Source: an optimization exercise on an open RTL-to-GDS flow (aim: a short achievable clock period). Production flows keep margins and buffers that such runs may drop. Only simulation tests tie the RTL to the original design; equivalence was not proved. Power and IR drop assume default switching activity.

== trial 54 ==
==> flow/design.v (excerpt) <==
module uartprobe #(
    parameter [31:0] GPO_ON_RESET      = 32'hDEAD_BEEF,
    parameter [31:0] AXI_ADDR_ON_RESET = 32'b0
)(
input             clk,
input             m_aresetn,
input             rx_valid,
input      [ 7:0] rx_data,
output            rx_ready,
output            tx_valid,
output     [ 7:0] tx_data,
input             tx_ready,
output reg [31:0] gpo,
input      [31:0] gpi,
output     [31:0] m_axi_araddr,
input             m_axi_arready,
output     [ 2:0] m_axi_arsize,
output            m_axi_arvalid,
output     [31:0] m_axi_awaddr,
input             m_axi_awready,
output     [ 2:0] m_axi_awsize,
output            m_axi_awvalid,
output            m_axi_bready,
input      [ 1:0] m_axi_bresp,
input             m_axi_bvalid,
input      [31:0] m_axi_rdata,
output            m_axi_rready,
input      [ 1:0] m_axi_rresp,
input             m_axi_rvalid,
output reg [31:0] m_axi_wdata,
input             m_axi_wready,
output     [ 3:0] m_axi_wstrb,
output            m_axi_wvalid
);
Size in the first run: ~240 I/O pins, roughly 0.016 mm² of cells after synthesis.
clock: 4.5 ns
lec_check: 0
abc_clock_period_in_ps: 1500
cap_margin: 20
core_margin: 2
core_utilization: 40
setup_slack_margin: 2.6
slew_margin: 20
synth_hierarchical: 1
run.sh (not shown) runs the stock make flow with config.mk's settings and CLKGATE_MAP_FILE= SYNTH_SCRIPT=/design/flow/synth_recipe.tcl, a recipe that flattens the netlist after the stock synthesis.
Trial 54: no failed stages, no open violations at the end
> inputs changed (trial 54 -> build 75)
diff --git a/flow/design.v b/flow/design.v
--- a/flow/design.v
+++ b/flow/design.v
@@ -54,12 +54,14 @@
 reg         axi_rd_go;
 reg         axi_wr_go;
 reg         axi_wa_go;
 reg  [31:0] axi_addr;        
 reg  [31:0] addr_i;          
 reg  [31:2] p4_q;            
+reg  [3:0]  a_one;           
+reg  [31:2] a_p1;            
 reg  [31:0] axi_data;
 reg         axi_ctrl_ae;
 reg         axi_ctrl_rv;
 reg         axi_ctrl_wv;
 reg  [ 1:0] axi_ctrl_rr;
 reg  [ 1:0] axi_ctrl_wr;
@@ -204,16 +206,21 @@
 wire [7:0]  rx_p1;
 wire [7:0]  rx_p10;          
 uartprobe_inc8 u_rx_p1  (.a(rx_data), .y(rx_p1));
 uartprobe_inc8 u_rx_p10 (.a({2'b00, rx_data[7:2]}), .y(rx_p10));
 wire        rx_one  = &rx_data;
 wire        rx_one0 = &rx_data[7:2];
-wire [3:0]  a_one   = {&addr_i[31:24], &addr_i[23:16], &addr_i[15:8], &addr_i[7:2]};
-wire [31:0] a_p1    = {addr_i[31:24] + 8'd1, addr_i[23:16] + 8'd1,
-                       addr_i[15:8] + 8'd1, addr_i[7:2] + 6'd1, 2'b00};
 wire [3:0]  cyin    = {a_one[0] & a_one[1] & a_one[2], a_one[0] & a_one[1], a_one[0], 1'b1};
+function [3:0] a_one_of;
+    input [31:0] a;
+    a_one_of = {&a[31:24], &a[23:16], &a[15:8], &a[7:2]};
+endfunction
+function [31:2] a_p1_of;
+    input [31:0] a;
+    a_p1_of = {a[31:24] + 8'd1, a[23:16] + 8'd1, a[15:8] + 8'd1, a[7:2] + 6'd1};
+endfunction
 wire [3:0]  below   = {|st_adr_wr[2:0], |st_adr_wr[1:0], st_adr_wr[0], 1'b0};
 wire [3:0]  e0      = {st_adr_wr[0] & a_one[1] & a_one[2], st_adr_wr[0] & a_one[1],
                        st_adr_wr[0], 1'b0};
 wire [3:0]  e1      = {(st_adr_wr[1] & cyin[1] & a_one[2]) | (st_adr_wr[2] & cyin[2]),
                        st_adr_wr[1] & cyin[1], 2'b00};
 wire [3:0]  cy_hi   = (e0 & {4{rx_one0}}) | (e1 & {4{rx_one}});
@@ -279,16 +286,20 @@
 end
 always @(posedge clk, negedge m_aresetn) begin : p_axi_addr
     if (!m_aresetn) begin
         axi_addr <= AXI_ADDR_ON_RESET;
         addr_i   <= AXI_ADDR_ON_RESET;
         p4_q     <= AXI_ADDR_ON_RESET[31:2] + 30'd1;
+        a_one    <= a_one_of(AXI_ADDR_ON_RESET);
+        a_p1     <= a_p1_of(AXI_ADDR_ON_RESET);
     end else begin
         axi_addr <= addr_d;
         addr_i   <= addr_di;
         p4_q     <= p4_d;
+        a_one    <= a_one_of(addr_di);
+        a_p1     <= a_p1_of(addr_di);
     end
 end
 always @(posedge clk, negedge m_aresetn) begin : p_gpo
     if (!m_aresetn) begin
         gpo <= GPO_ON_RESET;
     end else begin
==> comparison <==
On core utilization: build 75 sits above trial 54.
Multi-input combinational cell count, build 75 vs trial 54: up by a little under 10%
NOTE: fraction of area in non-clock buffers in build 75 exceeds that of trial 54
On synthesized area, the higher figure sits with build 75, not trial 54.
Compared with trial 54, build 75 has extra setup slack.
Build 75 falls short of trial 54 in die area.
Of build 75 and trial 54, trial 54 shows the lower buffer count from post-CTS setup fixing, with build 75 above it.
Compared with trial 54, build 75 shows a post-layout minimum cycle time that is 220 ps lower.
Diff trial 54 -> build 75: final clock skew comparable, cell area now larger.
For the number of global-route vias before repair, build 75 came in about 12% higher than trial 54 did.
Diff build 75 and trial 54: placed wire-length estimate after detailed placement lower in trial 54


uartprobe, a different RTL version from the one above (not shown whole).
Size: ~270 flip-flops, ~240 I/O pins.
## uartprobe
module uartprobe #(
    parameter [31:0] GPO_ON_RESET      = 32'hDEAD_BEEF,
    parameter [31:0] AXI_ADDR_ON_RESET = 32'b0
)(
input             clk,
input             m_aresetn,
input             rx_valid,
input      [ 7:0] rx_data,
output            rx_ready,
output            tx_valid,
output     [ 7:0] tx_data,
input             tx_ready,
output reg [31:0] gpo,
input      [31:0] gpi,
output     [31:0] m_axi_araddr,
input             m_axi_arready,
output     [ 2:0] m_axi_arsize,
output            m_axi_arvalid,
output     [31:0] m_axi_awaddr,
input             m_axi_awready,
output     [ 2:0] m_axi_awsize,
output            m_axi_awvalid,
output            m_axi_bready,
input      [ 1:0] m_axi_bresp,
input             m_axi_bvalid,
input      [31:0] m_axi_rdata,
output            m_axi_rready,
input      [ 1:0] m_axi_rresp,
input             m_axi_rvalid,
output reg [31:0] m_axi_wdata,
input             m_axi_wready,
output     [ 3:0] m_axi_wstrb,
output            m_axi_wvalid
);
export LEC_CHECK = 0
export ABC_CLOCK_PERIOD_IN_PS = 1500
export CAP_MARGIN = 20
export CORE_MARGIN = 2
export CORE_UTILIZATION = 40
export SETUP_SLACK_MARGIN = 2.6
export SLEW_MARGIN = 20
export SYNTH_HIERARCHICAL = 1
create_clock -name core_clock -period 4.5 [get_ports {clk}]
Edit:
--- a/flow/design.v
+++ b/flow/design.v
@@ -51,17 +51,16 @@
 reg         idle_rr;         
 reg         wr_rr;           
 reg  [ 7:0] tx_oth;          
 reg         axi_rd_go;
 reg         axi_wr_go;
 reg         axi_wa_go;
 reg  [31:0] axi_addr;        
 reg  [31:0] addr_i;          
-reg  [31:2] p4_q;            
 reg  [31:0] axi_data;
 reg         axi_ctrl_ae;
 reg         axi_ctrl_rv;
 reg         axi_ctrl_wv;
 reg  [ 1:0] axi_ctrl_rr;
 reg  [ 1:0] axi_ctrl_wr;
 uartprobe_and2 u_rx_ready (.a(rx_ready_r), .b(rx_valid), .y(rx_ready));
 assign tx_valid      = tx_valid_q;
@@ -173,19 +172,19 @@
 wire        ctl_wr  = st_rct_wr | st_wct_wr;
 wire        go_set  = st_wct_wr & rx_valid & rx_data[0];
 wire        rv_d    = m_axi_rvalid | (axi_ctrl_rv & ~(st_rst_rd & tx_ready));
 wire        wv_d    = m_axi_bvalid | (axi_ctrl_wv & ~(st_wst_rd & tx_ready));
 wire [ 1:0] rr_d    = m_axi_rvalid ? m_axi_rresp : axi_ctrl_rr;
 wire [ 1:0] wr_d    = m_axi_bvalid ? m_axi_bresp : axi_ctrl_wr;
 wire [31:0] data_d  = m_axi_rvalid ? m_axi_rdata : axi_data;
 wire        inc     = (m_axi_rvalid | m_axi_bvalid) & axi_ctrl_ae;
-wire [31:0] addr_p4 = {p4_q, addr_i[1:0]};
-wire [31:2] p4_p4;           
-uartprobe_inc30 u_inc (.a(p4_q), .y(p4_p4));
+wire [31:0] addr_p4;
+assign addr_p4[1:0] = addr_i[1:0];
+uartprobe_inc30 u_inc (.a(addr_i[31:2]), .y(addr_p4[31:2]));
 reg  [31:0] addr_wr;         
 always @(*) begin
     addr_wr = addr_i;
     if (wr_acc) begin
         if (st_adr_wr[0]) addr_wr[ 7: 0] = rx_data;
         if (st_adr_wr[1]) addr_wr[15: 8] = rx_data;
         if (st_adr_wr[2]) addr_wr[23:16] = rx_data;
         if (st_adr_wr[3]) addr_wr[31:24] = rx_data;
@@ -196,49 +195,16 @@
 wire [31:0] addr_ri;         
 generate
     for (gb = 0; gb < 32; gb = gb + 1) begin : g_addr
         uartprobe_mux2 u_d  (.s(inc), .a(addr_wr[gb]), .b(addr_p4[gb]), .y(addr_d[gb]));
         uartprobe_mux2 u_di (.s(inc), .a(addr_wr[gb]), .b(addr_p4[gb]), .y(addr_di[gb]));
         uartprobe_mux2 u_ri (.s(inc), .a(addr_i[gb]),  .b(addr_p4[gb]), .y(addr_ri[gb]));
     end
 endgenerate
-wire [7:0]  rx_p1  = rx_data + 8'd1;
-wire [7:2]  rx_p10 = rx_data[7:2] + 6'd1;
-wire        rx_one = &rx_data;
-wire        rx_one0 = &rx_data[7:2];
-wire [3:0]  a_one  = {&addr_i[31:24], &addr_i[23:16], &addr_i[15:8], &addr_i[7:2]};
-wire [31:0] a_p1   = {addr_i[31:24] + 8'd1, addr_i[23:16] + 8'd1,
-                      addr_i[15:8] + 8'd1, addr_i[7:2] + 6'd1, 2'b00};
-reg  [31:0] p4w;
-reg         cy;
-integer n, k;
-always @(*) begin
-    p4w = addr_p4;
-    for (n = 0; n < 4; n = n + 1) begin
-        if (st_adr_wr[n]) begin
-            cy = 1'b1;
-            for (k = 0; k < n; k = k + 1)
-                cy = cy & a_one[k];
-            if (n == 0) begin
-                p4w[7:2] = rx_p10;
-                cy = rx_one0;
-            end else begin
-                p4w[8 * n +: 8] = cy ? rx_p1 : rx_data;
-                cy = cy & rx_one;
-            end
-            for (k = n + 1; k < 4; k = k + 1) begin
-                p4w[8 * k +: 8] = cy ? a_p1[8 * k +: 8] : addr_i[8 * k +: 8];
-                cy = cy & a_one[k];
-            end
-        end
-    end
-end
-wire        adr_wr_acc = wr_acc & (|st_adr_wr);
-wire [31:2] p4_d = inc ? p4_p4 : adr_wr_acc ? p4w[31:2] : p4_q;
 always @(posedge clk, negedge m_aresetn) begin : p_axi_go
     if (!m_aresetn) begin
         axi_rd_go <= 1'b0;
         axi_wa_go <= 1'b0;
         axi_wr_go <= 1'b0;
     end else begin
         if (m_axi_arready)
             axi_rd_go <= 1'b0;
@@ -276,21 +242,19 @@
     if (st_dat_wr[1] && rx_valid) m_axi_wdata[15: 8] <= rx_data;
     if (st_dat_wr[2] && rx_valid) m_axi_wdata[23:16] <= rx_data;
     if (st_dat_wr[3] && rx_valid) m_axi_wdata[31:24] <= rx_data;
 end
 always @(posedge clk, negedge m_aresetn) begin : p_axi_addr
     if (!m_aresetn) begin
         axi_addr <= AXI_ADDR_ON_RESET;
         addr_i   <= AXI_ADDR_ON_RESET;
-        p4_q     <= AXI_ADDR_ON_RESET[31:2] + 30'd1;
     end else begin
         axi_addr <= addr_d;
         addr_i   <= addr_di;
-        p4_q     <= p4_d;
     end
 end
 always @(posedge clk, negedge m_aresetn) begin : p_gpo
     if (!m_aresetn) begin
         gpo <= GPO_ON_RESET;
     end else begin
         if (st_gpo_wr[0] && rx_valid) gpo[ 7: 0] <= rx_data;
         if (st_gpo_wr[1] && rx_valid) gpo[15: 8] <= rx_data;
Effect:
- The changed run produced a clean layout
- synthesized cell count is lower by 26%
- global-route usage is lower by 2.6 points
- worst setup slack loses 0.038 ns
- sequential cell count decreases by 30
- combinational power fell by about 1%
- hold slack improves by 0.047 ns
- die area fell by 17%
- core utilization went down by 0.16 points
- clock-buffer cell count falls by 5
- maximum frequency came out lower by 1.6%

==> separate check: timing with driven ports <==
No port has a modelled driver above. Below, the same layouts with a new extraction and two added sets of constraints.
Step 1, drivers: a clkbuf_16 drives clk and a buf_2 each remaining input, both assumed.
Step 2, shift: input delay + t, output delay - t, t = (earliest + latest rising clock arrival at the registers) / 2. This alone moves slack from input paths to output paths.
Slacks: no drivers / after step 1 / after step 2; pairs: no drivers / after step 1.
| run | t (ns) | setup WS [ns] | worst setup path after step 2 |
|---|---|---|---|
| trial 54 | 0.636 | 2.006 / 2.006 / 1.421 | input to register |
| build 75 | 0.583 | 2.229 / 2.193 / 1.664 | input to register |
| the first run of note 2 | 0.634 | 2.239 / 2.205 / 1.800 | input to register |
| the second run of note 2 | 0.584 | 2.201 / 2.150 / 1.726 | input to register |
After both steps setup and hold are still met in every run listed. For trial 54, which loses most, drivers alone change the setup slack by 0.000 ns; drivers and shift together by -0.585 ns.
